What follows belongs to an exercise in optimizing a design on an open flow for small area and a short achievable clock period; a production flow would make more cautious choices. In this exercise RTL edits were held to simulation tests only and were not proved equivalent to the original.

### design/flow/flow/run.sh
#!/bin/bash
# The standard layout (standard.sh), with these changes in how it is
# made, not in what it is held to:
# - synthesis maps the logic with flow/abc_area.script, an area-oriented ABC
#   script (registers are mapped before ABC, so they are as in the standard
#   synthesis); the rest of the flow uses ORFS's own scripts unchanged;
# - the ports are buffered with a plain buffer instead of ORFS's default
#   pick, a delay cell (every port still gets its own buffer);
# - ORFS's timing repair aims for 69.9 ns of setup slack at the design's
#   90 ns clock, so that it speeds up the paths that set the achieved period.
set -euo pipefail
export BUFFER_PORTS_ARGS="-buffer_cell sky130_fd_sc_hd__buf_2"
export SETUP_SLACK_MARGIN=69.9
rm -rf synth_scripts
cp -r "$FLOW_HOME/scripts" synth_scripts
cp flow/abc_area.script synth_scripts/abc_area.script
SCRIPTS_DIR="$PWD/synth_scripts" bash standard.sh synth > synth.log 2>&1
bash standard.sh > standard.log 2>&1
### design/flow/flow/abc_area.script
strash
dc2
strash
dch -f
amap
mfs2
strash
dch -f
amap
topo
stime -c
### design/flow/standard.sh
#!/bin/bash
# synth_recipe.tcl (not shown) runs the flow's synth.tcl, then flattens the netlist and writes it again
# the make line also repeats each setting of config.mk as NAME=value (left out here)
make -C /OpenROAD-flow-scripts/flow DESIGN_CONFIG=/design/flow/config.mk WORK_HOME=/design/flow/orfs CLKGATE_MAP_FILE= SYNTH_SCRIPT=/design/flow/synth_recipe.tcl "${@:-finish}"
### design/flow/config.mk
export PLATFORM = sky130hd
export DESIGN_NAME = top_fsm
export DESIGN_NICKNAME = top_fsm
export VERILOG_FILES = /design/flow/design.v
export SDC_FILE = /design/flow/constraint.sdc
export NUM_CORES = 4
export LEC_CHECK = 0
export ABC_AREA = 1
export CAP_MARGIN = 20
export CORE_MARGIN = 2
export CORE_UTILIZATION = 65
export CTS_CLUSTER_DIAMETER = 80
export CTS_CLUSTER_SIZE = 25
export SLEW_MARGIN = 20
### design/flow/constraint.sdc
create_clock -name core_clock -period 90.0 [get_ports {clk}]
set_input_delay 18.0000 -clock core_clock [delete_from_list [all_inputs] [get_ports {clk}]]
set_output_delay 18.0000 -clock core_clock [all_outputs]
set_load 0.01 [all_outputs]
### design/flow/design.v
module display_comb(
	input wire [3:0] digit,
	output reg [7:0] segCode
);
always @(*) begin
	case (digit)
		4'h0: segCode = 8'b11000000;
		4'h1: segCode = 8'b11111001;
		4'h2: segCode = 8'b10100100;
		4'h3: segCode = 8'b10110000;
		4'h4: segCode = 8'b10011001;
		4'h5: segCode = 8'b10010010;
		4'h6: segCode = 8'b10000010;
		4'h7: segCode = 8'b11111000;
		4'h8: segCode = 8'b10000000;
		4'h9: segCode = 8'b10010000;
		default: segCode = 8'b11111111;
	endcase
end
endmodule
module scoreConverter(
	input wire [13:0] score,
	output wire [3:0] ones,
	output wire [3:0] tens,
	output wire [3:0] hundreds,
	output wire [3:0] thousands
);
function [3:0] add3;
	input [3:0] d;
	case (d)
		4'd5: add3 = 4'd8;
		4'd6: add3 = 4'd9;
		4'd7: add3 = 4'd10;
		4'd8: add3 = 4'd11;
		4'd9: add3 = 4'd12;
		4'd10: add3 = 4'd13;
		4'd11: add3 = 4'd14;
		4'd12: add3 = 4'd15;
		4'd13: add3 = 4'd0;
		4'd14: add3 = 4'd1;
		4'd15: add3 = 4'd2;
		default: add3 = d;
	endcase
endfunction
reg [17:0] bcd;
integer i;
always @(*) begin
	bcd = 18'd0;
	for (i = 13; i >= 0; i = i - 1) begin
		bcd[3:0] = add3(bcd[3:0]);
		bcd[7:4] = add3(bcd[7:4]);
		bcd[11:8] = add3(bcd[11:8]);
		bcd[15:12] = add3(bcd[15:12]);
		bcd = {bcd[16:0], score[i]};
	end
end
assign ones = bcd[3:0];
assign tens = bcd[7:4];
assign hundreds = bcd[11:8];
reg [3:0] th10;
always @(*) begin
	case (bcd[15:12])
		4'd0: th10 = 4'd10;
		4'd1: th10 = 4'd11;
		4'd2: th10 = 4'd12;
		4'd3: th10 = 4'd13;
		4'd4: th10 = 4'd14;
		4'd5: th10 = 4'd15;
		4'd6: th10 = 4'd0;
		4'd7: th10 = 4'd1;
		4'd8: th10 = 4'd2;
		default: th10 = 4'd3;
	endcase
end
assign thousands = bcd[16] ? th10 : bcd[15:12];
endmodule
module vga640x480(
	input wire clk,
	input wire reset,
	output wire [3:0] pcol,
	output wire [3:0] prow,
	input wire pMouse,
	input wire pCat,
	input wire pGoal,
	input wire GameOver,
	output reg hsync,
	output reg vsync,
	output wire [2:0] red,
	output wire [2:0] green,
	output wire [1:0] blue
);
reg [4:0] hcol;
reg [5:0] hsub;
reg [3:0] vrow;
reg [5:0] vsub;
function [15:0] map_row;
	input [3:0] r;
	case (r)
		4'd0:  map_row = 16'b1111111111111111;
		4'd1:  map_row = 16'b1000000110000011;
		4'd2:  map_row = 16'b1100110000110001;
		4'd3:  map_row = 16'b1001100000011101;
		4'd4:  map_row = 16'b1000001011000001;
		4'd5:  map_row = 16'b1010100000010101;
		4'd6:  map_row = 16'b1000101001010001;
		4'd7:  map_row = 16'b1010100000010101;
		4'd8:  map_row = 16'b1000001101000001;
		4'd9:  map_row = 16'b1011100000011101;
		4'd10: map_row = 16'b1000100000110001;
		4'd11: map_row = 16'b1100000110000011;
		default: map_row = 16'b1111111111111111;
	endcase
endfunction
function [5:0] inc6;
	input [5:0] a;
	inc6 = a ^ {&a[4:0], &a[3:0], &a[2:0], &a[1:0], a[0], 1'b1};
endfunction
wire hsub_end = (hsub == 6'd39);
wire line_end = (hcol == 5'd16) & (hsub == 6'd15);    
wire vsub_end = (vsub == 6'd39);
wire frame_end = (vrow == 4'd13);                       
wire [5:0] nhsub = hsub_end ? 6'd0 : inc6(hsub);
wire [4:0] nhcol = ~hsub_end ? hcol : (hcol == 5'd19) ? 5'd0 : hcol ^ {&hcol[3:0], &hcol[2:0], &hcol[1:0], hcol[0], 1'b1};
wire [5:0] nvsub = ~line_end ? vsub : (frame_end | vsub_end) ? 6'd0 : inc6(vsub);
wire [3:0] nvrow = ~line_end ? vrow : frame_end ? 4'd0 : vsub_end ? vrow ^ {&vrow[2:0], &vrow[1:0], vrow[0], 1'b1} : vrow;
wire nhsync = ~(((nhcol == 5'd16) & (nhsub[5] | nhsub[4])) | (nhcol == 5'd17) |
                ((nhcol == 5'd18) & ~nhsub[5]));
wire nvsync = ~((nvrow == 4'd0) & (nvsub[5:1] == 5'd0));
wire nvsub_ge31 = nvsub[5] | (&nvsub[4:0]);
wire nvact = ~((nvrow == 4'd0) & ~nvsub_ge31) & ~((nvrow == 4'd12) & nvsub_ge31) & (nvrow != 4'd13);
wire nhact = ~nhcol[4];
wire [3:0] ncol = nhcol[3:0];
assign pcol = ncol;
assign prow = nvrow;
wire [15:0] nmrow = map_row(nvrow);
wire nwallpix = nmrow[ncol];
reg r, g, b;
always @(*) begin
	r = 1'b0;
	g = 1'b0;
	b = 1'b0;
	if (nvact & nhact) begin
		if (pMouse) begin
			g = 1'b1;
		end else if (pCat) begin
			r = 1'b1;
		end else if (pGoal) begin
			r = 1'b1;
			g = 1'b1;
		end else if (!nwallpix) begin
			r = 1'b1;
			g = ~GameOver;
			b = ~GameOver;
		end else begin
			b = 1'b1;
		end
	end
end
reg red1, green1, blue1;
always @(posedge clk or posedge reset) begin
	if (reset) begin
		hcol <= 5'd16;
		hsub <= 6'd16;
		vrow <= 4'd0;
		vsub <= 6'd0;
		hsync <= 1'b0;
		vsync <= 1'b0;
		red1 <= 1'b0;
		green1 <= 1'b0;
		blue1 <= 1'b0;
	end else begin
		hcol <= nhcol;
		hsub <= nhsub;
		vrow <= nvrow;
		vsub <= nvsub;
		hsync <= nhsync;
		vsync <= nvsync;
		red1 <= r;
		green1 <= g;
		blue1 <= b;
	end
end
assign red = {3{red1}};
assign green = {3{green1}};
assign blue = {2{blue1}};
endmodule
module step_slots(
	input wire clk,
	input wire reset,
	input wire [5:0] cc,
	output wire mslot,
	output wire cslot,
	output reg [3:0] r15,
	output reg [3:0] r12,
	output wire rwall
);
reg [6:0] b2;
reg [1:0] d3_0;
reg [1:0] d3_1;
reg [1:0] d3_2;
reg [1:0] d3_3;
reg [2:0] d5_0;
reg [2:0] d5_1;
reg [2:0] d5_2;
reg [2:0] d7_0;
reg [2:0] d7_1;
reg [3:0] d11_0;
reg [3:0] d11_1;
reg [3:0] q13;
wire q13_fb = ~(q13[3] ^ q13[2]) ^ (q13 == 4'd2);
reg [4:0] q17;
wire q17_fb = ~(q17[4] ^ q17[0]) ^ (q17 == 5'd7);
reg [4:0] q19;
wire q19_fb = ~(q19[4] ^ q19[1]) ^ (q19 == 5'd9);
reg [4:0] q23;
wire q23_fb = ~(q23[4] ^ q23[2]) ^ (q23 == 5'd12);
reg [4:0] q29;
wire q29_fb = ~(q29[4] ^ q29[2]) ^ (q29 == 5'd5);
reg [4:0] q31;
wire q31_fb = ~(q31[4] ^ q31[2]);
reg [5:0] q37;
wire q37_fb = ~(q37[5] ^ q37[4]) ^ (q37 == 6'd16);
reg [5:0] q41;
wire q41_fb = ~(q41[5] ^ q41[4]) ^ (q41 == 6'd58);
reg [5:0] q43;
wire q43_fb = ~(q43[5] ^ q43[0]) ^ (q43 == 6'd29);
reg [5:0] q47;
wire q47_fb = ~(q47[5] ^ q47[4]) ^ (q47 == 6'd6);
reg [5:0] q53;
wire q53_fb = ~(q53[5] ^ q53[0]) ^ (q53 == 6'd23);
reg [5:0] q59;
wire q59_fb = ~(q59[5] ^ q59[0]) ^ (q59 == 6'd36);
reg [5:0] q61;
wire q61_fb = ~(q61[5] ^ q61[0]) ^ (q61 == 6'd10);
reg [6:0] q67;
wire q67_fb = ~(q67[6] ^ q67[5]) ^ (q67 == 7'd123);
reg [6:0] q71;
wire q71_fb = ~(q71[6] ^ q71[4]) ^ (q71 == 7'd71);
reg [6:0] q73;
wire q73_fb = ~(q73[6] ^ q73[1]) ^ (q73 == 7'd23);
reg [6:0] q79;
wire q79_fb = ~(q79[6] ^ q79[3]) ^ (q79 == 7'd58);
reg [6:0] q83;
wire q83_fb = ~(q83[6] ^ q83[3]) ^ (q83 == 7'd38);
reg [6:0] q89;
wire q89_fb = ~(q89[6] ^ q89[5]) ^ (q89 == 7'd89);
reg [6:0] q97;
wire q97_fb = ~(q97[6] ^ q97[3]) ^ (q97 == 7'd126);
reg [6:0] q101;
wire q101_fb = ~(q101[6] ^ q101[2]) ^ (q101 == 7'd96);
reg [6:0] q103;
wire q103_fb = ~(q103[6] ^ q103[0]) ^ (q103 == 7'd59);
reg [6:0] q107;
wire q107_fb = ~(q107[6] ^ q107[0]) ^ (q107 == 7'd99);
reg [6:0] q109;
wire q109_fb = ~(q109[6] ^ q109[2]) ^ (q109 == 7'd105);
reg [6:0] q113;
wire q113_fb = ~(q113[6] ^ q113[0]) ^ (q113 == 7'd60);
reg [6:0] q127;
wire q127_fb = ~(q127[6] ^ q127[2]);
function [1:0] next3;
	input [1:0] d;
	case (d)
		2'd0: next3 = 2'd1;
		2'd1: next3 = 2'd2;
		2'd2: next3 = 2'd0;
		default: next3 = 2'd0;
	endcase
endfunction
function [2:0] next5;
	input [2:0] d;
	case (d)
		3'd0: next5 = 3'd1;
		3'd1: next5 = 3'd2;
		3'd2: next5 = 3'd3;
		3'd3: next5 = 3'd4;
		3'd4: next5 = 3'd0;
		default: next5 = 3'd0;
	endcase
endfunction
function [2:0] next7;
	input [2:0] d;
	case (d)
		3'd0: next7 = 3'd1;
		3'd1: next7 = 3'd2;
		3'd2: next7 = 3'd3;
		3'd3: next7 = 3'd4;
		3'd4: next7 = 3'd5;
		3'd5: next7 = 3'd6;
		3'd6: next7 = 3'd0;
		default: next7 = 3'd0;
	endcase
endfunction
function [3:0] next11;
	input [3:0] d;
	case (d)
		4'd0: next11 = 4'd1;
		4'd1: next11 = 4'd2;
		4'd2: next11 = 4'd3;
		4'd3: next11 = 4'd4;
		4'd4: next11 = 4'd5;
		4'd5: next11 = 4'd6;
		4'd6: next11 = 4'd7;
		4'd7: next11 = 4'd8;
		4'd8: next11 = 4'd9;
		4'd9: next11 = 4'd10;
		4'd10: next11 = 4'd0;
		default: next11 = 4'd0;
	endcase
endfunction
wire wrap = (b2 == 7'd127) & (d3_0 == 2'd1) & (d3_1 == 2'd2) & (d3_2 == 2'd1) & (d3_3 == 2'd0) & (d5_0 == 3'd1) & (d5_1 == 3'd3) & (d5_2 == 3'd3) & (d7_0 == 3'd0) & (d7_1 == 3'd4) & (d11_0 == 4'd7) & (d11_1 == 4'd10) & (q13 == 4'd1);
always @(posedge clk or posedge reset) begin
	if (reset) begin
		b2 <= 7'd0;
		d3_0 <= 2'd0;
		d3_1 <= 2'd0;
		d3_2 <= 2'd0;
		d3_3 <= 2'd0;
		d5_0 <= 3'd0;
		d5_1 <= 3'd0;
		d5_2 <= 3'd0;
		d7_0 <= 3'd0;
		d7_1 <= 3'd0;
		d11_0 <= 4'd0;
		d11_1 <= 4'd0;
		q13 <= 4'd2;
		q17 <= 5'd0;
		q19 <= 5'd9;
		q23 <= 5'd12;
		q29 <= 5'd5;
		q31 <= 5'd0;
		q37 <= 6'd16;
		q41 <= 6'd58;
		q43 <= 6'd8;
		q47 <= 6'd22;
		q53 <= 6'd23;
		q59 <= 6'd36;
		q61 <= 6'd33;
		q67 <= 7'd0;
		q71 <= 7'd71;
		q73 <= 7'd23;
		q79 <= 7'd58;
		q83 <= 7'd38;
		q89 <= 7'd0;
		q97 <= 7'd0;
		q101 <= 7'd49;
		q103 <= 7'd59;
		q107 <= 7'd99;
		q109 <= 7'd105;
		q113 <= 7'd60;
		q127 <= 7'd16;
	end else begin
		b2 <= b2 ^ {&b2[5:0], &b2[4:0], &b2[3:0], &b2[2:0], &b2[1:0], b2[0], 1'b1};
		d3_0 <= next3(d3_0) ^ ({2{wrap}} & 2'd2);
		d3_1 <= (((d3_0 == 2'd2)) ? next3(d3_1) : d3_1) ^ ({2{wrap}} & 2'd2);
		d3_2 <= (((d3_0 == 2'd2) & (d3_1 == 2'd2)) ? next3(d3_2) : d3_2) ^ ({2{wrap}} & 2'd1);
		d3_3 <= (((d3_0 == 2'd2) & (d3_1 == 2'd2) & (d3_2 == 2'd2)) ? next3(d3_3) : d3_3);
		d5_0 <= next5(d5_0) ^ ({3{wrap}} & 3'd2);
		d5_1 <= (((d5_0 == 3'd4)) ? next5(d5_1) : d5_1) ^ ({3{wrap}} & 3'd3);
		d5_2 <= (((d5_0 == 3'd4) & (d5_1 == 3'd4)) ? next5(d5_2) : d5_2) ^ ({3{wrap}} & 3'd3);
		d7_0 <= next7(d7_0) ^ ({3{wrap}} & 3'd1);
		d7_1 <= (((d7_0 == 3'd6)) ? next7(d7_1) : d7_1) ^ ({3{wrap}} & 3'd4);
		d11_0 <= next11(d11_0) ^ ({4{wrap}} & 4'd8);
		d11_1 <= (((d11_0 == 4'd10)) ? next11(d11_1) : d11_1) ^ ({4{wrap}} & 4'd10);
		q13 <= {q13[2:0], q13_fb} ^ ({4{wrap}} & 4'd1);
		q17 <= {q17[3:0], q17_fb} ^ ({5{wrap}} & 5'd2);
		q19 <= {q19[3:0], q19_fb} ^ ({5{wrap}} & 5'd28);
		q23 <= {q23[3:0], q23_fb} ^ ({5{wrap}} & 5'd21);
		q29 <= {q29[3:0], q29_fb} ^ ({5{wrap}} & 5'd10);
		q31 <= {q31[3:0], q31_fb} ^ ({5{wrap}} & 5'd4);
		q37 <= {q37[4:0], q37_fb} ^ ({6{wrap}} & 6'd38);
		q41 <= {q41[4:0], q41_fb} ^ ({6{wrap}} & 6'd21);
		q43 <= {q43[4:0], q43_fb} ^ ({6{wrap}} & 6'd2);
		q47 <= {q47[4:0], q47_fb} ^ ({6{wrap}} & 6'd8);
		q53 <= {q53[4:0], q53_fb} ^ ({6{wrap}} & 6'd1);
		q59 <= {q59[4:0], q59_fb} ^ ({6{wrap}} & 6'd20);
		q61 <= {q61[4:0], q61_fb} ^ ({6{wrap}} & 6'd2);
		q67 <= {q67[5:0], q67_fb} ^ ({7{wrap}} & 7'd64);
		q71 <= {q71[5:0], q71_fb} ^ ({7{wrap}} & 7'd10);
		q73 <= {q73[5:0], q73_fb} ^ ({7{wrap}} & 7'd36);
		q79 <= {q79[5:0], q79_fb} ^ ({7{wrap}} & 7'd3);
		q83 <= {q83[5:0], q83_fb} ^ ({7{wrap}} & 7'd68);
		q89 <= {q89[5:0], q89_fb} ^ ({7{wrap}} & 7'd1);
		q97 <= {q97[5:0], q97_fb} ^ ({7{wrap}} & 7'd80);
		q101 <= {q101[5:0], q101_fb} ^ ({7{wrap}} & 7'd8);
		q103 <= {q103[5:0], q103_fb} ^ ({7{wrap}} & 7'd8);
		q107 <= {q107[5:0], q107_fb} ^ ({7{wrap}} & 7'd5);
		q109 <= {q109[5:0], q109_fb} ^ ({7{wrap}} & 7'd20);
		q113 <= {q113[5:0], q113_fb} ^ ({7{wrap}} & 7'd8);
		q127 <= {q127[5:0], q127_fb} ^ ({7{wrap}} & 7'd4);
	end
end
reg ms, cs;
always @(*) begin
	case (cc)
		6'd0: begin ms = ((d5_0 == 3'd0)) & (q13 == 4'd2); cs = ((d5_0 == 3'd0)) & (q13 == 4'd2); end
		6'd1: begin ms = (b2[0:0] == 1'd0) & ((d3_0 == 2'd0)) & ((d11_0 == 4'd0)); cs = (b2[5:0] == 6'd0); end
		6'd2: begin ms = (q67 == 7'd0); cs = ((d3_0 == 2'd0) & (d3_1 == 2'd0)) & ((d7_0 == 3'd0)); end
		6'd3: begin ms = (b2[1:0] == 2'd0) & (q17 == 5'd0); cs = (b2[0:0] == 1'd0) & (q31 == 5'd0); end
		6'd4: begin ms = ((d3_0 == 2'd0)) & (q23 == 5'd12); cs = (q61 == 6'd33); end
		6'd5: begin ms = (b2[0:0] == 1'd0) & ((d5_0 == 3'd0)) & ((d7_0 == 3'd0)); cs = (b2[1:0] == 2'd0) & ((d3_0 == 2'd0)) & ((d5_0 == 3'd0)); end
		6'd6: begin ms = (q71 == 7'd71); cs = (q59 == 6'd36); end
		6'd7: begin ms = (b2[2:0] == 3'd0) & ((d3_0 == 2'd0) & (d3_1 == 2'd0)); cs = (b2[0:0] == 1'd0) & (q29 == 5'd5); end
		6'd8: begin ms = (q73 == 7'd23); cs = ((d3_0 == 2'd0)) & (q19 == 5'd9); end
		6'd9: begin ms = (b2[0:0] == 1'd0) & (q37 == 6'd16); cs = (b2[2:0] == 3'd0) & ((d7_0 == 3'd0)); end
		6'd10: begin ms = ((d3_0 == 2'd0)) & ((d5_0 == 3'd0) & (d5_1 == 3'd0)); cs = ((d5_0 == 3'd0)) & ((d11_0 == 4'd0)); end
		6'd11: begin ms = (b2[1:0] == 2'd0) & (q19 == 5'd9); cs = (b2[0:0] == 1'd0) & ((d3_0 == 2'd0) & (d3_1 == 2'd0) & (d3_2 == 2'd0)); end
		6'd12: begin ms = ((d7_0 == 3'd0)) & ((d11_0 == 4'd0)); cs = (q53 == 6'd23); end
		6'd13: begin ms = (b2[0:0] == 1'd0) & ((d3_0 == 2'd0)) & (q13 == 4'd2); cs = (b2[1:0] == 2'd0) & (q13 == 4'd2); end
		6'd14: begin ms = (q79 == 7'd58); cs = ((d3_0 == 2'd0)) & (q17 == 5'd0); end
		6'd15: begin ms = (b2[3:0] == 4'd0) & ((d5_0 == 3'd0)); cs = (b2[0:0] == 1'd0) & ((d5_0 == 3'd0) & (d5_1 == 3'd0)); end
		6'd16: begin ms = ((d3_0 == 2'd0) & (d3_1 == 2'd0) & (d3_2 == 2'd0) & (d3_3 == 2'd0)); cs = ((d7_0 == 3'd0) & (d7_1 == 3'd0)); end
		6'd17: begin ms = (b2[0:0] == 1'd0) & (q41 == 6'd58); cs = (b2[3:0] == 4'd0) & ((d3_0 == 2'd0)); end
		6'd18: begin ms = (q83 == 7'd38); cs = (q47 == 6'd22); end
		6'd19: begin ms = (b2[1:0] == 2'd0) & ((d3_0 == 2'd0)) & ((d7_0 == 3'd0)); cs = (b2[0:0] == 1'd0) & (q23 == 5'd12); end
		6'd20: begin ms = ((d5_0 == 3'd0)) & (q17 == 5'd0); cs = ((d3_0 == 2'd0) & (d3_1 == 2'd0)) & ((d5_0 == 3'd0)); end
		6'd21: begin ms = (b2[0:0] == 1'd0) & (q43 == 6'd8); cs = (b2[1:0] == 2'd0) & ((d11_0 == 4'd0)); end
		6'd22: begin ms = ((d3_0 == 2'd0)) & (q29 == 5'd5); cs = (q43 == 6'd8); end
		6'd23: begin ms = (b2[2:0] == 3'd0) & ((d11_0 == 4'd0)); cs = (b2[0:0] == 1'd0) & ((d3_0 == 2'd0)) & ((d7_0 == 3'd0)); end
		6'd24: begin ms = (q89 == 7'd0); cs = (q41 == 6'd58); end
		6'd25: begin ms = (b2[0:0] == 1'd0) & ((d3_0 == 2'd0) & (d3_1 == 2'd0)) & ((d5_0 == 3'd0)); cs = (b2[2:0] == 3'd0) & ((d5_0 == 3'd0)); end
		6'd26: begin ms = ((d7_0 == 3'd0)) & (q13 == 4'd2); cs = ((d3_0 == 2'd0)) & (q13 == 4'd2); end
		6'd27: begin ms = (b2[1:0] == 2'd0) & (q23 == 5'd12); cs = (b2[0:0] == 1'd0) & (q19 == 5'd9); end
		6'd28: begin ms = ((d3_0 == 2'd0)) & (q31 == 5'd0); cs = (q37 == 6'd16); end
		6'd29: begin ms = (b2[0:0] == 1'd0) & (q47 == 6'd22); cs = (b2[1:0] == 2'd0) & ((d3_0 == 2'd0) & (d3_1 == 2'd0)); end
		6'd30: begin ms = ((d5_0 == 3'd0)) & (q19 == 5'd9); cs = ((d5_0 == 3'd0)) & ((d7_0 == 3'd0)); end
		6'd31: begin ms = (b2[4:0] == 5'd0) & ((d3_0 == 2'd0)); cs = (b2[0:0] == 1'd0) & (q17 == 5'd0); end
		6'd32: begin ms = (q97 == 7'd0); cs = ((d3_0 == 2'd0)) & ((d11_0 == 4'd0)); end
		6'd33: begin ms = (b2[0:0] == 1'd0) & ((d7_0 == 3'd0) & (d7_1 == 3'd0)); cs = (b2[4:0] == 5'd0); end
		6'd34: begin ms = ((d3_0 == 2'd0) & (d3_1 == 2'd0)) & ((d11_0 == 4'd0)); cs = (q31 == 5'd0); end
		6'd35: begin ms = (b2[1:0] == 2'd0) & ((d5_0 == 3'd0) & (d5_1 == 3'd0)); cs = (b2[0:0] == 1'd0) & ((d3_0 == 2'd0)) & ((d5_0 == 3'd0)); end
		6'd36: begin ms = (q101 == 7'd49); cs = (q29 == 5'd5); end
		6'd37: begin ms = (b2[0:0] == 1'd0) & ((d3_0 == 2'd0)) & (q17 == 5'd0); cs = (b2[1:0] == 2'd0) & ((d7_0 == 3'd0)); end
		6'd38: begin ms = (q103 == 7'd59); cs = ((d3_0 == 2'd0) & (d3_1 == 2'd0) & (d3_2 == 2'd0)); end
		6'd39: begin ms = (b2[2:0] == 3'd0) & (q13 == 4'd2); cs = (b2[0:0] == 1'd0) & (q13 == 4'd2); end
		6'd40: begin ms = ((d3_0 == 2'd0)) & ((d5_0 == 3'd0)) & ((d7_0 == 3'd0)); cs = ((d5_0 == 3'd0) & (d5_1 == 3'd0)); end
		6'd41: begin ms = (b2[0:0] == 1'd0) & (q53 == 6'd23); cs = (b2[2:0] == 3'd0) & ((d3_0 == 2'd0)); end
		6'd42: begin ms = (q107 == 7'd99); cs = (q23 == 5'd12); end
		6'd43: begin ms = (b2[1:0] == 2'd0) & ((d3_0 == 2'd0) & (d3_1 == 2'd0) & (d3_2 == 2'd0)); cs = (b2[0:0] == 1'd0) & ((d11_0 == 4'd0)); end
		6'd44: begin ms = (q109 == 7'd105); cs = ((d3_0 == 2'd0)) & ((d7_0 == 3'd0)); end
		6'd45: begin ms = (b2[0:0] == 1'd0) & ((d5_0 == 3'd0)) & ((d11_0 == 4'd0)); cs = (b2[1:0] == 2'd0) & ((d5_0 == 3'd0)); end
		6'd46: begin ms = ((d3_0 == 2'd0)) & (q37 == 6'd16); cs = (q19 == 5'd9); end
		6'd47: begin ms = (b2[3:0] == 4'd0) & ((d7_0 == 3'd0)); cs = (b2[0:0] == 1'd0) & ((d3_0 == 2'd0) & (d3_1 == 2'd0)); end
		6'd48: begin ms = (q113 == 7'd60); cs = (q17 == 5'd0); end
		6'd49: begin ms = (b2[0:0] == 1'd0) & ((d3_0 == 2'd0)) & (q19 == 5'd9); cs = (b2[3:0] == 4'd0); end
		6'd50: begin ms = ((d5_0 == 3'd0)) & (q23 == 5'd12); cs = ((d3_0 == 2'd0)) & ((d5_0 == 3'd0)); end
		6'd51: begin ms = (b2[1:0] == 2'd0) & (q29 == 5'd5); cs = (b2[0:0] == 1'd0) & ((d7_0 == 3'd0)); end
		6'd52: begin ms = ((d3_0 == 2'd0) & (d3_1 == 2'd0)) & (q13 == 4'd2); cs = (q13 == 4'd2); end
		6'd53: begin ms = (b2[0:0] == 1'd0) & (q59 == 6'd36); cs = (b2[1:0] == 2'd0) & ((d3_0 == 2'd0)); end
		6'd54: begin ms = ((d7_0 == 3'd0)) & (q17 == 5'd0); cs = ((d11_0 == 4'd0)); end
		6'd55: begin ms = (b2[2:0] == 3'd0) & ((d3_0 == 2'd0)) & ((d5_0 == 3'd0)); cs = (b2[0:0] == 1'd0) & ((d5_0 == 3'd0)); end
		6'd56: begin ms = ((d11_0 == 4'd0) & (d11_1 == 4'd0)); cs = ((d3_0 == 2'd0) & (d3_1 == 2'd0)); end
		6'd57: begin ms = (b2[0:0] == 1'd0) & (q61 == 6'd33); cs = (b2[2:0] == 3'd0); end
		6'd58: begin ms = ((d3_0 == 2'd0)) & (q41 == 6'd58); cs = ((d7_0 == 3'd0)); end
		6'd59: begin ms = (b2[1:0] == 2'd0) & (q31 == 5'd0); cs = (b2[0:0] == 1'd0) & ((d3_0 == 2'd0)); end
		6'd60: begin ms = ((d5_0 == 3'd0) & (d5_1 == 3'd0) & (d5_2 == 3'd0)); cs = ((d5_0 == 3'd0)); end
		6'd61: begin ms = (b2[0:0] == 1'd0) & ((d3_0 == 2'd0) & (d3_1 == 2'd0)) & ((d7_0 == 3'd0)); cs = (b2[1:0] == 2'd0); end
		6'd62: begin ms = (q127 == 7'd16); cs = ((d3_0 == 2'd0)); end
		6'd63: begin ms = (b2[6:0] == 7'd0); cs = (b2[0:0] == 1'd0); end
		default: begin ms = 1'b0; cs = 1'b0; end
	endcase
end
assign mslot = ms;
assign cslot = cs;
always @(*) begin
	case ({d3_0, d5_0})
		{2'd0, 3'd0}: r15 = 4'd0;
		{2'd0, 3'd1}: r15 = 4'd6;
		{2'd0, 3'd2}: r15 = 4'd12;
		{2'd0, 3'd3}: r15 = 4'd3;
		{2'd0, 3'd4}: r15 = 4'd9;
		{2'd1, 3'd0}: r15 = 4'd10;
		{2'd1, 3'd1}: r15 = 4'd1;
		{2'd1, 3'd2}: r15 = 4'd7;
		{2'd1, 3'd3}: r15 = 4'd13;
		{2'd1, 3'd4}: r15 = 4'd4;
		{2'd2, 3'd0}: r15 = 4'd5;
		{2'd2, 3'd1}: r15 = 4'd11;
		{2'd2, 3'd2}: r15 = 4'd2;
		{2'd2, 3'd3}: r15 = 4'd8;
		{2'd2, 3'd4}: r15 = 4'd14;
		default: r15 = 4'd0;
	endcase
	case ({d3_0, b2[1:0]})
		{2'd0, 2'd0}: r12 = 4'd0;
		{2'd0, 2'd1}: r12 = 4'd9;
		{2'd0, 2'd2}: r12 = 4'd6;
		{2'd0, 2'd3}: r12 = 4'd3;
		{2'd1, 2'd0}: r12 = 4'd4;
		{2'd1, 2'd1}: r12 = 4'd1;
		{2'd1, 2'd2}: r12 = 4'd10;
		{2'd1, 2'd3}: r12 = 4'd7;
		{2'd2, 2'd0}: r12 = 4'd8;
		{2'd2, 2'd1}: r12 = 4'd5;
		{2'd2, 2'd2}: r12 = 4'd2;
		{2'd2, 2'd3}: r12 = 4'd11;
		default: r12 = 4'd0;
	endcase
end
wallr rwalls(.d3(d3_0), .d5(d5_0), .b4(b2[1:0]), .w(rwall));
endmodule
module walls4(
	input wire [3:0] x,
	input wire [3:0] y,
	output wire wU,
	output wire wR,
	output wire wD,
	output wire wL
);
assign wU = ~((x[0] & ~x[1] & ~x[3] & y[2]) | (~x[0] & x[3] & y[0] & y[2]) | (~x[0] & x[1] & x[3] & ~y[0]) | (x[0] & ~x[3] & ~y[1] & y[3]) | (~x[1] & x[3] & y[0] & y[1] & ~y[2]) | (x[1] & ~x[3] & y[0] & y[1] & ~y[2]) | (x[0] & ~x[3] & y[1] & y[2]) | (~x[0] & x[1] & x[3] & y[3]) | (~x[1] & ~x[2] & y[1] & y[3]) | (~x[0] & x[2] & ~y[0] & y[1] & ~y[3]) | (~x[1] & ~x[2] & ~y[0] & y[2]) | (x[1] & x[2] & y[1] & y[3]) | (x[1] & ~x[2] & ~y[0] & ~y[2] & ~y[3]) | (x[0] & x[3] & ~y[0] & ~y[2] & ~y[3]) | (~x[2] & ~x[3] & y[0] & y[1]) | (~x[2] & ~x[3] & y[0] & y[2]) | (x[0] & x[2] & ~y[0] & ~y[1] & ~y[3]) | (~x[0] & x[2] & x[3] & ~y[1] & y[3]));
assign wR = ~((~x[0] & ~x[1] & ~y[2]) | (x[0] & x[2] & ~x[3] & y[0]) | (x[0] & x[3] & ~y[1]) | (~x[0] & ~x[3] & ~y[0]) | (~x[1] & ~x[2] & x[3] & y[0]) | (~x[1] & ~x[2] & ~x[3] & ~y[0]) | (~x[2] & y[0] & y[1] & y[3]) | (x[1] & ~x[2] & ~y[0] & ~y[1]) | (x[1] & x[2] & ~x[3] & y[1] & ~y[3]) | (~x[2] & ~y[1] & ~y[2] & ~y[3]) | (~x[1] & x[2] & x[3] & ~y[0] & y[2]) | (x[0] & x[3] & ~y[0] & y[3]) | (~x[0] & ~x[3] & y[2]) | (x[0] & x[1] & x[2] & y[1]) | (~x[0] & ~x[3] & ~y[1] & y[3]) | (x[0] & x[2] & y[0] & ~y[3]));
assign wD = (y[0] & y[1] & y[3]) | (x[0] & x[3] & y[2]) | (~x[0] & ~x[3] & y[2]) | (x[1] & x[3] & ~y[1] & ~y[2] & ~y[3]) | (~x[1] & x[2] & ~x[3] & y[0] & ~y[1] & ~y[2]) | (x[0] & x[3] & ~y[0] & ~y[1]) | (~x[0] & ~x[3] & ~y[0] & ~y[1]) | (x[1] & ~x[2] & ~y[0] & ~y[2] & ~y[3]) | (x[1] & ~x[3] & y[0] & y[1] & ~y[2]) | (~x[1] & ~x[3] & y[1] & y[3]) | (x[0] & x[1] & x[2] & y[1] & y[3]) | (~x[0] & ~x[1] & x[2] & ~y[1] & y[3]) | (x[1] & x[2] & x[3] & y[1] & y[3]) | (~x[0] & ~x[1] & ~x[2] & y[1] & y[3]) | (x[0] & ~x[2] & x[3] & y[0] & y[1]) | (x[1] & ~x[2] & ~x[3] & ~y[1] & y[3]) | (~x[1] & ~x[2] & x[3] & y[0] & y[1] & y[2]) | (~x[0] & x[2] & x[3] & ~y[0] & ~y[2] & ~y[3]);
assign wL = ~((x[1] & ~x[2] & ~x[3] & ~y[0]) | (~x[0] & ~x[2] & x[3] & y[0]) | (x[1] & x[2] & ~x[3] & y[0]) | (x[0] & x[3] & ~y[0]) | (~x[1] & x[2] & ~y[0] & ~y[1]) | (x[2] & ~y[1] & ~y[2] & ~y[3]) | (x[0] & x[1] & ~x[2] & ~y[2]) | (x[2] & y[0] & y[1] & y[3]) | (x[1] & x[2] & x[3] & ~y[0]) | (~x[1] & ~x[2] & x[3] & y[1] & ~y[3]) | (x[0] & x[1] & y[1] & ~y[2]) | (x[1] & x[3] & y[1] & ~y[2]) | (x[0] & x[3] & y[2]) | (~x[1] & x[3] & ~y[1] & y[3]) | (~x[0] & ~x[1] & ~x[2] & y[3]));
endmodule
module wallr(
	input wire [1:0] d3,
	input wire [2:0] d5,
	input wire [1:0] b4,
	output wire w
);
assign w = (~d3[0] & ~d3[1] & ~d5[1] & ~b4[0]) | (~d3[1] & ~d5[0] & d5[1] & ~b4[1]) | (d5[0] & d5[1] & b4[0] & b4[1]) | (d3[1] & ~d5[1] & ~b4[0] & b4[1]) | (~d3[0] & ~d3[1] & ~d5[0] & ~d5[2] & b4[0]) | (d3[0] & d5[2] & b4[1]) | (~d3[0] & ~d3[1] & d5[1] & ~b4[1]) | (d3[1] & d5[2] & b4[1]) | (~d5[0] & d5[1] & b4[0] & ~b4[1]) | (d3[0] & d5[0] & ~d5[1] & b4[0] & ~b4[1]) | (d3[1] & d5[0] & d5[1] & ~b4[0] & ~b4[1]) | (d3[1] & d5[0] & ~d5[1] & b4[0] & ~b4[1]);
endmodule
module Location(
	input wire rightBtn,
	input wire leftBtn,
	input wire upBtn,
	input wire downBtn,
	input wire crightBtn,
	input wire cleftBtn,
	input wire cupBtn,
	input wire cdownBtn,
	input wire clock,
	input wire reset,
	output wire [3:0] CatX,
	output wire [3:0] CatY,
	output wire [3:0] MouseX,
	output wire [3:0] MouseY,
	output wire [3:0] GoalX,
	output wire [3:0] GoalY,
	output wire [13:0] Score,
	output wire GameOver,
	input wire [3:0] pcol,
	input wire [3:0] prow,
	output wire pMouse,
	output wire pCat,
	output wire pGoal,
	output wire nGameOver
);
reg [3:0] mx, my, cx, cy, gx, gy;
reg [13:0] sc;
reg go;
reg [5:0] cc;
wire mslot, cslot;
wire [3:0] r15, r12;
wire rwall;
step_slots steps(
	.clk(clock),
	.reset(reset),
	.cc(cc),
	.mslot(mslot),
	.cslot(cslot),
	.r15(r15),
	.r12(r12),
	.rwall(rwall)
);
function [3:0] inc4;
	input [3:0] a;
	inc4 = a ^ {&a[2:0], &a[1:0], a[0], 1'b1};
endfunction
function [3:0] dec4;
	input [3:0] a;
	dec4 = a ^ {~|a[2:0], ~|a[1:0], ~a[0], 1'b1};
endfunction
function [13:0] add14;
	input [13:0] a;
	input [13:0] b;
	integer i;
	reg c;
	begin
		c = 1'b0;
		for (i = 0; i < 14; i = i + 1) begin
			add14[i] = a[i] ^ b[i] ^ c;
			c = (a[i] & b[i]) | (c & (a[i] ^ b[i]));
		end
	end
endfunction
function [13:0] dec14;
	input [13:0] a;
	integer i;
	reg b;
	begin
		b = 1'b1;
		for (i = 0; i < 14; i = i + 1) begin
			dec14[i] = a[i] ^ b;
			b = b & ~a[i];
		end
	end
endfunction
function [13:0] bonus;
	input [3:0] x;
	input [3:0] y;
	bonus = add14(add14(14'd50, {10'd0, x}), {10'd0, y});
endfunction
wire mact = mslot & ~go;
wire [3:0] myU = dec4(my), myD = inc4(my), mxR = inc4(mx), mxL = dec4(mx);
wire mwU, mwR, mwD, mwL;
walls4 mwalls(.x(mx), .y(my), .wU(mwU), .wR(mwR), .wD(mwD), .wL(mwL));
wire mokU = ~mwU, mokR = ~mwR, mokD = ~mwD, mokL = ~mwL;
wire mbtn = upBtn | rightBtn | downBtn | leftBtn;
wire mgoU = mact & upBtn & mokU;
wire mgoR = mact & ~upBtn & rightBtn & mokR;
wire mgoD = mact & ~upBtn & ~rightBtn & downBtn & mokD;
wire mgoL = mact & ~upBtn & ~rightBtn & ~downBtn & leftBtn & mokL;
wire mstx = ~(mgoR | mgoL);
wire msty = ~(mgoU | mgoD);
wire [3:0] mxn = mgoR ? mxR : (mgoL ? mxL : mx);
wire [3:0] myn = mgoU ? myU : (mgoD ? myD : my);
wire cact = cslot & ~go;
wire [3:0] cyU = dec4(cy), cyD = inc4(cy), cxR = inc4(cx), cxL = dec4(cx);
wire cwU, cwR, cwD, cwL;
walls4 cwalls(.x(cx), .y(cy), .wU(cwU), .wR(cwR), .wD(cwD), .wL(cwL));
wire cokU = ~cwU, cokR = ~cwR, cokD = ~cwD, cokL = ~cwL;
wire cgoU = cact & cupBtn & cokU;
wire cgoR = cact & ~cupBtn & crightBtn & cokR;
wire cgoD = cact & ~cupBtn & ~crightBtn & cdownBtn & cokD;
wire cgoL = cact & ~cupBtn & ~crightBtn & ~cdownBtn & cleftBtn & cokL;
wire cstx = ~(cgoR | cgoL);
wire csty = ~(cgoU | cgoD);
wire [3:0] cxn = cgoR ? cxR : (cgoL ? cxL : cx);
wire [3:0] cyn = cgoU ? cyU : (cgoD ? cyD : cy);
function [4:0] diff;
	input [3:0] a;
	input [3:0] b;
	integer i;
	reg c;
	begin
		c = 1'b1;
		for (i = 0; i < 4; i = i + 1) begin
			diff[i] = a[i] ^ ~b[i] ^ c;
			c = (a[i] & ~b[i]) | (c & (a[i] ^ ~b[i]));
		end
		diff[4] = ~c;
	end
endfunction
wire [4:0] dmcx = diff(mx, cx), dmcy = diff(my, cy);
wire eqx = (((mstx & cstx) | (mgoR & cgoR) | (mgoL & cgoL)) & (dmcx == 5'd0)) |
           (((mstx & cgoR) | (mgoL & cstx)) & (dmcx == 5'd1)) |
           (((mstx & cgoL) | (mgoR & cstx)) & (dmcx == 5'd31)) |
           (mgoL & cgoR & (dmcx == 5'd2)) | (mgoR & cgoL & (dmcx == 5'd30));
wire eqy = (((msty & csty) | (mgoD & cgoD) | (mgoU & cgoU)) & (dmcy == 5'd0)) |
           (((msty & cgoD) | (mgoU & csty)) & (dmcy == 5'd1)) |
           (((msty & cgoU) | (mgoD & csty)) & (dmcy == 5'd31)) |
           (mgoU & cgoD & (dmcy == 5'd2)) | (mgoD & cgoU & (dmcy == 5'd30));
wire caught = cact & eqx & eqy;
wire [4:0] dcgx = diff(cx, gx), dcgy = diff(cy, gy);
wire cg0x = (dcgx == 5'd0), cgpx = (dcgx == 5'd1), cgmx = (dcgx == 5'd31);
wire cg0y = (dcgy == 5'd0), cgpy = (dcgy == 5'd1), cgmy = (dcgy == 5'd31);
wire nearx = (cstx & (cg0x | cgpx | cgmx)) | (cgoR & (cg0x | cgmx | (dcgx == 5'd30))) |
             (cgoL & (cg0x | cgpx | (dcgx == 5'd2)));
wire neary = (csty & (cg0y | cgpy | cgmy)) | (cgoD & (cg0y | cgmy | (dcgy == 5'd30))) |
             (cgoU & (cg0y | cgpy | (dcgy == 5'd2)));
wire near = nearx & neary;
wire [4:0] dmgx = diff(mx, gx), dmgy = diff(my, gy), dmrx = diff(mx, r15), dmry = diff(my, r12);
wire eatgx = (mstx & (dmgx == 5'd0)) | (mgoR & (dmgx == 5'd31)) | (mgoL & (dmgx == 5'd1));
wire eatgy = (msty & (dmgy == 5'd0)) | (mgoD & (dmgy == 5'd31)) | (mgoU & (dmgy == 5'd1));
wire eatrx = (mstx & (dmrx == 5'd0)) | (mgoR & (dmrx == 5'd31)) | (mgoL & (dmrx == 5'd1));
wire eatry = (msty & (dmry == 5'd0)) | (mgoD & (dmry == 5'd31)) | (mgoU & (dmry == 5'd1));
wire eatg = eatgx & eatgy, eatr = eatrx & eatry;
wire eat = near ? eatr : eatg;
wire dec = mact & (|sc) & (mbtn | (sc == 14'd1));
wire [13:0] scm1 = dec14(sc);
wire [13:0] addg = add14(sc, bonus(gx, gy));
wire [13:0] addr = add14(sc, bonus(r15, r12));
wire [13:0] addg1 = dec14(addg);
wire [13:0] addr1 = dec14(addr);
wire [13:0] scd = dec ? scm1 : sc;
wire [13:0] sc2 = near ? (eatr ? (dec ? addr1 : addr) : scd) : (eatg ? (dec ? addg1 : addg) : scd);
reg gw;
wire gwall = gw;
wire gmove = near | eatg | gwall;
always @(posedge clock or posedge reset) begin
	if (reset) begin
		mx <= 4'd5;
		my <= 4'd3;
		cx <= 4'd9;
		cy <= 4'd11;
		gx <= 4'd14;
		gy <= 4'd10;
		sc <= 14'd0;
		go <= 1'b0;
		gw <= 1'b0;
		cc <= 6'd0;
	end else begin
		mx <= mxn;
		my <= myn;
		cx <= cxn;
		cy <= cyn;
		if (gmove) begin
			gx <= r15;
			gw <= rwall;
			gy <= r12;
		end
		sc <= sc2;
		go <= go | caught;
		if (eat) cc <= cc ^ {&cc[4:0], &cc[3:0], &cc[2:0], &cc[1:0], cc[0], 1'b1};
	end
end
assign CatX = cx;
assign CatY = cy;
assign MouseX = mx;
assign MouseY = my;
assign GoalX = gx;
assign GoalY = gy;
assign Score = sc;
assign GameOver = go;
wire [4:0] dpmx = diff(pcol, mx), dpmy = diff(prow, my), dpcx = diff(pcol, cx), dpcy = diff(prow, cy);
assign pMouse = ((mstx & (dpmx == 5'd0)) | (mgoR & (dpmx == 5'd1)) | (mgoL & (dpmx == 5'd31))) &
                ((msty & (dpmy == 5'd0)) | (mgoD & (dpmy == 5'd1)) | (mgoU & (dpmy == 5'd31)));
assign pCat = ((cstx & (dpcx == 5'd0)) | (cgoR & (dpcx == 5'd1)) | (cgoL & (dpcx == 5'd31))) &
              ((csty & (dpcy == 5'd0)) | (cgoD & (dpcy == 5'd1)) | (cgoU & (dpcy == 5'd31)));
assign pGoal = gmove ? ((pcol == r15) & (prow == r12)) : ((pcol == gx) & (prow == gy));
assign nGameOver = go | caught;
endmodule
module top_fsm(
	input clk,
	input reset,
	input rightBtn,
	input leftBtn,
	input upBtn,
	input downBtn,
	input crightBtn,
	input cleftBtn,
	input cupBtn,
	input cdownBtn,
	output reg [7:0] segCode,
	output wire [3:0] an,
	output wire [2:0] red,
	output wire [2:0] green,
	output wire [1:0] blue,
	output wire hsync,
	output wire vsync,
	output wire [3:0] catX,
	output wire [3:0] catY,
	output wire [3:0] mouseX,
	output wire [3:0] mouseY,
	output wire [3:0] goalX,
	output wire [3:0] goalY,
	output wire [13:0] score,
	output wire gameOver
);
wire [3:0] pcol, prow;
wire pMouse, pCat, pGoal, nGameOver;
Location locate(
	.rightBtn(rightBtn),
	.leftBtn(leftBtn),
	.upBtn(upBtn),
	.downBtn(downBtn),
	.crightBtn(crightBtn),
	.cleftBtn(cleftBtn),
	.cupBtn(cupBtn),
	.cdownBtn(cdownBtn),
	.clock(clk),
	.reset(reset),
	.CatX(catX),
	.CatY(catY),
	.MouseX(mouseX),
	.MouseY(mouseY),
	.GoalX(goalX),
	.GoalY(goalY),
	.Score(score),
	.GameOver(gameOver),
	.pcol(pcol),
	.prow(prow),
	.pMouse(pMouse),
	.pCat(pCat),
	.pGoal(pGoal),
	.nGameOver(nGameOver)
);
wire [3:0] ones, tens, hundreds, thousands;
scoreConverter converter(
	.score(score),
	.ones(ones),
	.tens(tens),
	.hundreds(hundreds),
	.thousands(thousands)
);
vga640x480 drawScreen(
	.clk(clk),
	.reset(reset),
	.pcol(pcol),
	.prow(prow),
	.pMouse(pMouse),
	.pCat(pCat),
	.pGoal(pGoal),
	.GameOver(nGameOver),
	.hsync(hsync),
	.vsync(vsync),
	.red(red),
	.green(green),
	.blue(blue)
);
reg [1:0] count;
always @(posedge clk or posedge reset) begin
	if (reset)
		count <= 2'b00;
	else
		count <= {count[1] ^ count[0], ~count[0]};
end
reg [3:0] digit;
always @(*) begin
	case (count)
		2'd0: digit = ones;
		2'd1: digit = tens;
		2'd2: digit = hundreds;
		default: digit = thousands;
	endcase
end
wire [7:0] seg;
display_comb decode(
	.digit(digit),
	.segCode(seg)
);
reg [1:0] shown;
always @(posedge clk) begin
	segCode <= seg;
	shown <= count;
end
assign an = (shown == 2'd0) ? 4'b1110 :
            (shown == 2'd1) ? 4'b1101 :
            (shown == 2'd2) ? 4'b1011 : 4'b0111;
endmodule
==> results of run 1 <==
[cell usage after synthesis (all sizes together) (13+ instances only)]
cell type  instances
fa                56
nand2            166
a31oi             32
nor4              40
ha               131
dfstp             76
clkinv           338
nand4             24
o21ai            153
nor3              91
nor4b             13
a21oi            132
nand3             72
nor2             381
o22ai             69
or2               18
o22a              18
o32ai             16
o221ai            15
nor2b             20
dfrtp            198
a22oi             15
[path summary, 6_finish.rpt]
path                       slack, ps  cells after the start                    to                  from
max in group asynchronous      71000                      3    locate.steps.b2[1]                 reset
hold / removal                   370                      0  locate.steps.q109[6]  locate.steps.q109[5]
setup / recovery               69930                     12      drawScreen.blue1               downBtn
hold reg to reg                  370                      0  locate.steps.q109[6]  locate.steps.q109[5]
min in group asynchronous      17550                      2          locate.sc[5]                 reset
setup reg to reg               79940                     44            segCode[0]         locate.sc[13]
[stage by stage]
stage / instances / hold WS (ps) / utilization [%]
floorplan: 2252 / 347 / -
global placement: 2711 / 352 / 69.5
detailed placement: 2711 / 352 / 69.5
CTS: 2756 / 370 / 72.3
global route: 2771 / 373 / 73.0
finish: 2771 / 369 / 73.0
[metal layers]
metal,wire [um],track usage [%]
met5,0,0
met3,4360,5.58
met4,2500,13.9
met2,24900,59.4
met1,20600,44.8
[cell type report]
type,count,area (um^2),area share (%)
clock inverter,8,120,0.576
timing repair buffer,112,694,3.33
inverter,338,1310,6.28
sequential,283,7130,34.2
clock buffer,24,483,2.32
tap,384,480,2.30
multi-input combinational,1622,10600,51.0
[worst max-delay path, delay by kind of cell]
| kind | cells | cell delay, ps |
|---|---|---|
| compound gates | 5 | 1340 |
| simple gates | 4 | 770 |
| buf+inv | 3 | 370 |
[cell usage in the layout, fill, tap and decap left out, types with 15 or more instances in the layout]
cell type / count
o21ai_0: 151
ha_1: 131
nor3_1: 89
buf_2: 68
or2_0: 18
buf_4: 41
nor2b_1: 20
o221ai_1: 15
nand2_1: 165
clkinv_1: 323
nor4_1: 35
o22ai_1: 67
a31oi_1: 31
a21oi_1: 132
fa_1: 56
clkbuf_16: 18
nand3_1: 72
o22a_1: 18
dfrtp_1: 198
dfstp_2: 76
nand4_1: 24
nor2_1: 372
[cells by family after synthesis]
group           share of synthesized area (%)
fa+ha+maj                                14.7
compound gates                           19.3
buf+inv                                  7.12
simple gates                             20.8
flops                                    38.0
other cells                            0.0200
xor+xnor                               0.0467
[what timing repair did]
action,4_1_cts,5_1_grt
resized for setup,19,15
endpoints found under the hold margin,0,0
buffers inserted,13,15
hold buffers,0,0
pin swaps,14,18
setup endpoints to repair,22,22
==> run notes, run 1 <==
* Maximum fanout along the worst path at 2
* Pins Over Slew Limit at 0
* CTS HTree Levels at 1
* Via-per-instance ratio at ~6.4
* First-pass GRT wire length at between 80 and 90 mm
* Endpoints failing setup at 0
* Min-Delay Path Class: flip-flop to flip-flop
* Period utilization at about 22%
* Pin count of the biggest net entering global routing at between 100 and 150
* Worst Path Arrival at between 20000 and 25000 ps
* Vias in the first global route at 17200
* Finished Cell Area at 20800 um^2
* Max Cap Viol at 0
* Initial antenna violation count at 0
* Area after DPL at approximately 20000 um^2
* P&R area growth vs syn at 11.1%
* Worst-path clk slew at approximately 90 ps
* Fin Clk Skew at roughly 30 ps
* Slowest stage delay, CP at 440 ps
* Largest Register: locate.sc
* Max reg flops at 14
* # IOs at 71
* First-pass iteration count of the detailed router at 7
* CP Data Required Time at 90420 ps
* Slew @ Worst Pin at ~1000 ps
* Die area at a little over 30000 um^2
* Post-Route WL at between 50 and 60 mm
* Root Buffer: clkbuf_16
* Die span in x at 174 um
* Cell area after synthesis at around 19000 um^2
* Area leader, netlist: dfrtp_1
* Async SR Flop Fraction at a little over nine tenths
* Synth Flop Type: dfrtp_1
* Sequential area share after synthesis at between 30% and 40%
* Worst Setup Path Type: input pin to flip-flop
* Relative slew slack at between 30% and 40%
* Syn_nets at around 2400
* Final GP Congestion at 1.04
* EDFF count, synth at 0
* Seq cells post-synth at between 200 and 300
* CTS tree: built
* Total grt overflow at 0
* TNS Setup at 0 ps
* CP max-delay cell: or4_4
* Share of cells above drive strength 1 at about 11%
* Starting DRT DRC Count at approximately 1600
* GRT Overall Usage at 34.9%
* Critical path cell sequence: buf_8 -> o211ai_1 -> or4_4 -> nor4_4 -> buf_4 -> nor2_4 -> a222oi_1 -> nor2_1 -> a2111o_1 -> a31oi_4 -> clkinv_2 -> a2111oi_4
* Wire per inst at ~19 um
* Starting Density at ~66%
* Synth warnings at 6
* Hold Vio Cnt, Final at 0
* CTS Sinks at around 280
* Clk latency of the worst-skew pair at about 540 ps
* Startpoint Class: input pin
* Antenna-violating nets left at 0
* Dominant cells by area after synthesis: dfrtp_1 (26%), dfstp_2 (11%), ha_1 (8.7%)
* DRC viols at 0
* Number of antenna repair diodes at 0
* Top achievable clock speed at about 50 MHz
* Die height at 174 um
* Status: finished clean
* Netlist cell types at 64
* CTS buffer count at 18
* Port Buffers at 69
* Core area at around 29000 um^2
* RSZ-0062 raised after global routing: true
* Post-detail-place hpwl at approximately 40 mm
* CTS max path bufs at 3
* Layout Nets at 2572
* Setup ws final at between 60000 and 70000 ps
* Mapped Cells at 2252
* Via count at between 15000 and 20000
* Row cnt at 62
* Min Tclk post-route at around 20000 ps
* Top-area cell type share of the netlist area at a little over a quarter
* Pre-CTS setup slack at just under 70000 ps
* Syn_area_per_cell at between 8 and 9 um^2
* CP Capture Type: flip-flop
* Fillers at 2163
==> run 2, diff against run 1 <==
==> design/flow/flow/run.sh (replaced) <==
#!/bin/bash
# The standard layout (standard.sh), with these changes in how it is
# made, not in what it is held to:
# - synthesis leaves adders as plain gates for ABC (no full/half-adder cell
#   extraction) and maps the logic with flow/abc_area.script, an
#   area-oriented ABC script; registers are mapped before ABC, so they are as
#   in the standard synthesis; the rest of the flow uses ORFS's own scripts;
# - the ports are buffered with a plain buffer instead of ORFS's default
#   pick, a delay cell (every port still gets its own buffer);
# - ORFS's timing repair aims for 69.9 ns of setup slack at the design's
#   90 ns clock, so that it speeds up the paths that set the achieved period.
set -euo pipefail
export BUFFER_PORTS_ARGS="-buffer_cell sky130_fd_sc_hd__buf_2"
export SETUP_SLACK_MARGIN=69.9
rm -rf synth_scripts
cp -r "$FLOW_HOME/scripts" synth_scripts
cp flow/abc_area.script synth_scripts/abc_area.script
ADDER_MAP_FILE= SCRIPTS_DIR="$PWD/synth_scripts" bash standard.sh synth > synth.log 2>&1
bash standard.sh > standard.log 2>&1
==> design/flow/flow/abc_area.script (replaced) <==
strash
dc2
strash
dch -f
amap
mfs2 -W 4 -M 5000
strash
dch -f
amap
topo
stime -c
--- a/design/flow/config.mk
+++ b/design/flow/config.mk
@@ -8,7 +8,7 @@
 export ABC_AREA = 1
 export CAP_MARGIN = 20
 export CORE_MARGIN = 2
-export CORE_UTILIZATION = 65
+export CORE_UTILIZATION = 72
 export CTS_CLUSTER_DIAMETER = 80
 export CTS_CLUSTER_SIZE = 25
 export SLEW_MARGIN = 20
==> run 2 against run 1 <==
Against the previous run:
- still clean
- register-to-register slack improved by 1300 ps
- die area decreased by 16%
- via count increased by 8.7%
- clock skew decreased by 9.9 ps
- cell count increased by 0.40%
- worst setup slack got worse by 110 ps
- utilization increased by 9.4 points
- critical path depth increased by 1
- synthesized cell count increased by 3.2%
- critical endpoint is now locate.sc[0]
- largest cell class unchanged
==> run notes, run 2 <==
* Worst-path clk slew at 100 ps (was 90 ps)
* Worst Path Arrival at 20630 ps (was 20490 ps)
* Non-filler cells, final at 2782 (was 2771)
* Antenna-violating nets left at 0 (unchanged)
* Fin Clk Skew at 21.0 ps (was 30.9 ps)
* Pins Over Slew Limit at 0 (unchanged)
* Area leader, netlist: dfrtp_1 (unchanged)
* Startpoint Class: input pin (unchanged)
* Via-per-instance ratio at 6.90 (was 6.37)
* Slew @ Worst Pin at 1180 ps (was 1000 ps)
* Endpoints failing setup at 0 (unchanged)
* Vias in the first global route at 18200 (was 17200)
* Met2 wire length at 25.6 mm (was 24.9 mm)
* Layout Nets at 2461 (was 2572)
* Cell area after synthesis at 17300 um^2 (was 18800 um^2)
* Critical path cell sequence: buf_2 -> or3_4 -> a211oi_4 -> o21ai_1 -> a31oi_2 -> clkinv_2 -> buf_4 -> nor2_4 -> buf_4 -> clkinvlp_4 -> o22ai_2 -> nor2_1 -> a21oi_1 (was buf_8 -> o211ai_1 -> or4_4 -> nor4_4 -> buf_4 -> nor2_4 -> a222oi_1 -> nor2_1 -> a2111o_1 -> a31oi_4 -> clkinv_2 -> a2111oi_4)
* CTS max path bufs at 3 (unchanged)
* Root Buffer: clkbuf_16 (unchanged)
* CP max-delay cell: or3_4 (was or4_4)
* Max Cap Viol at 0 (unchanged)
* Post-Place Cells at 2714 (was 2711)
* Seq cells post-synth at 283 (unchanged)
* DRC viols at 0 (unchanged)
* Synth warnings at 6 (unchanged)
* Worst min-delay path startpoint: locate.steps.q53[1] (was locate.steps.q109[5])
* Commonest non-fill, non-tap cell in the layout: nor2_1 (unchanged)
* Top achievable clock speed at 49.6 MHz (was 49.8 MHz)
* Detailed-route wire length on metal 1 at 20.4 mm (was 20.6 mm)
* TNS Setup at 0 ps (unchanged)
* Min-Delay Path Class: flip-flop to flip-flop (unchanged)
* R2R Setup Slk at 81230 ps (was 79940 ps)
* Starting Density at 73.5% (was 65.7%)
* Mapped Cells at 2323 (was 2252)
* Pin count of the biggest net entering global routing at 193 (was 123)
* Clk latency of the worst-skew pair at 520 ps (was 540 ps)
* Sequential area share after synthesis at 41.2% (was 38.0%)
* Die span in x at 159 um (was 174 um)
* CP delay by family, top: compound AO/OA/AOI/OAI gates (unchanged)
* Worst Hold End: locate.steps.q53[2] (was locate.steps.q109[6])
* Slowest stage delay, CP at 420 ps (was 440 ps)
* Hold Vio Cnt, Final at 0 (unchanged)
* Core area at 23500 um^2 (was 28500 um^2)
* Status: finished clean (unchanged)
* EDFF count, synth at 0 (unchanged)
* CP Data Required Time at 90450 ps (was 90420 ps)
* Reg2Reg Depth at 52 (was 44)
* CP most frequent cell: buf_4
* P&R area growth vs syn at 12.2% (was 11.1%)
* CTS Sinks at 283 (unchanged)
* Worst Setup Path Type: input pin to flip-flop (unchanged)
* Buf/Inv on CP at 5 (was 3)
* Commonest cells in the netlist: nor2_1 (461), clkinv_1 (273), o21ai_0 (244) (was nor2_1 (381), clkinv_1 (338), dfrtp_1 (198))
* Top Metal Used: met4 (unchanged)
* Met3 wire len at 6.13 mm (was 4.36 mm)
* Syn_nets at 2333 (was 2449)
* First-pass iteration count of the detailed router at 6 (was 7)
* Period utilization at 22.4% (was 22.3%)
* CTS tree: built (unchanged)
* Min Tclk post-route at 20180 ps (was 20070 ps)
* Die height at 159 um (was 174 um)
* Dominant cells by area after synthesis: dfrtp_1 (29%), dfstp_2 (12%), nor2_1 (10%) (was dfrtp_1 (26%), dfstp_2 (11%), ha_1 (8.7%))
* Reg2reg end: segCode[3] (was segCode[0])
* Top-count cell post-synth: nor2_1 (unchanged)
* Max reg flops at 14 (unchanged)
* CTS HTree Levels at 1 (unchanged)
* Final GP Congestion at 1.01 (was 1.04)
* Initial antenna violation count at 0 (unchanged)
* First-pass GRT wire length at 88.5 mm (was 86.1 mm)
* GRT Overall Usage at 42.1% (was 34.9%)
* Share of cells above drive strength 1 at 11.9% (was 11.0%)
* Largest Register: locate.sc (unchanged)
* Reg-to-Reg Start: locate.sc[13] (unchanged)
* Row cnt at 56 (was 62)
* Post-Route WL at 55.4 mm (was 52.4 mm)
* Top-area cell type share of the netlist area at 28.6% (was 26.4%)
* CP Capture Type: flip-flop (unchanged)
* Number of antenna repair diodes at 0 (unchanged)
* Via count at 19200 (was 17700)
* Post-detail-place hpwl at 38.5 mm (was 39.0 mm)
* Fillers at 1496 (was 2163)
* Total grt overflow at 0 (unchanged)
* Port Buffers at 69 (unchanged)
* Wire per inst at 19.9 um (was 18.9 um)
* RSZ-0062 raised after global routing: true (unchanged)
* Relative slew slack at 19.4% (was 32.4%)
* Commonest cells after routing, fill and taps aside: nor2_1 (443), clkinv_1 (256), o21ai_0 (239) (was nor2_1 (372), clkinv_1 (323), dfrtp_1 (198))
* Die area at 25300 um^2 (was 30200 um^2)
* CTS buffer count at 18 (unchanged)
* Final core occ at 82.4% (was 73.0%)
* Netlist cell types at 55 (was 64)
* Async SR Flop Fraction at 96.8% (unchanged)
* Synth Flop Type: dfrtp_1 (unchanged)
* # IOs at 71 (unchanged)
* Maximum fanout along the worst path at 7 (was 2)
* Starting DRT DRC Count at 2831 (was 1597)
* Min-Delay Path Depth at 0 (unchanged)
* Syn_area_per_cell at 7.45 um^2 (was 8.33 um^2)
run 2: worst max path at each step:
stage / from / end / slack, ps / cells after the start
after floorplan: crightBtn / drawScreen.green1 / 69610 / 13
after global placement: downBtn / drawScreen.green1 / 69000 / 17
final: crightBtn / locate.sc[0] / 69820 / 13
after global routing: crightBtn / drawScreen.green1 / 69770 / 15
after detailed placement: upBtn / locate.cc[3] / 68890 / 15
after CTS: cdownBtn / locate.cc[3] / 69850 / 17
run 2: kinds of logic after synthesis:
| logic type | after synthesis | synth area share [%] |
|---|---|---|
| flip-flops | 283 | 41.2 |
| AND/OR/NAND/NOR | 1054 | 27.4 |
| buffers and inverters | 282 | 6.31 |
| other | 1 | 0.0217 |
| AO/OA/AOI/OAI | 703 | 25.0 |
run 2: what timing repair did:
| action | 4_1_cts | 5_1_grt |
|---|---|---|
| setup buffers | 20 | 16 |
| endpoints found under the setup margin | 22 | 22 |
| pin swaps | 15 | 29 |
| hold buffers | 0 | 0 |
| gates resized for setup | 30 | 31 |
run 2: worst reg2reg max path, delay by kind of cell, from the launching register on:
kind / cells / cell delay, ps
and+or+nand+nor: 26 / 4550
buffers and inverters: 11 / 1560
DFF: 1 / 480
AOI/OAI and AO/OA: 15 / 2140
run 2: per-stage QoR:
stage / setup WS [ps] / cell area (um^2) / hold slack, ps
finish: 69820 / 19400 / 375
global route: 69770 / 19400 / 375
CTS: 69850 / 19200 / 371
detailed placement: 68890 / 18300 / 358
global placement: 69000 / 18300 / 350
floorplan: 69610 / 17500 / 347
run 2: metal layers:
layer | global-route usage, % | up-vias
met1 | 54.0 | 8803
met3 | 7.74 | 360
li1 | - | 8632
met5 | 0 | -
met2 | 68.7 | 1393
met4 | 22.6 | 0
run 2: cell type report:
cell class / count / area (um^2) / area share (%)
Clock buffer: 25 / 498 / 2.57
Multi-Input combinational cell: 1758 / 9430 / 48.6
Timing Repair Buffer: 117 / 764 / 3.94
Tap cell: 319 / 399 / 2.06
Inverter: 273 / 1090 / 5.61
Sequential cell: 283 / 7130 / 36.7
Clock inverter: 7 / 101 / 0.522

==> re-timing with driven ports <==
Ports are ideal in the flow. The routed layouts listed here were re-timed in OpenROAD.
Step 1, drivers: a clkbuf_16 drives clk and a buf_2 each remaining input, both assumed.
Step 2 moves the port delays by t, midway between the first and last clock arrival at a register: inputs arrive t later, outputs are due t later. That takes back most of the time a late clock gives input paths.
a / b / c = no drivers / after step 1 / after step 2; a / b = the first two.
| run | t, ns | setup WS [ns] | worst hold slack (ns) | slew at the worst register clock pin (ns) |
|---|---|---|---|---|
| run 1 | 0.569 | 69.926 / 69.918 / 69.349 | 0.369 / 0.369 / 0.369 | 0.10 / 0.10 |
| run 2 | 0.560 | 69.820 / 69.846 / 69.285 | 0.375 / 0.375 / 0.375 | 0.10 / 0.10 |
After both steps every run listed still meets setup and hold. For run 1, which loses most, drivers alone change the setup slack by -0.008 ns; drivers and shift together by -0.577 ns.
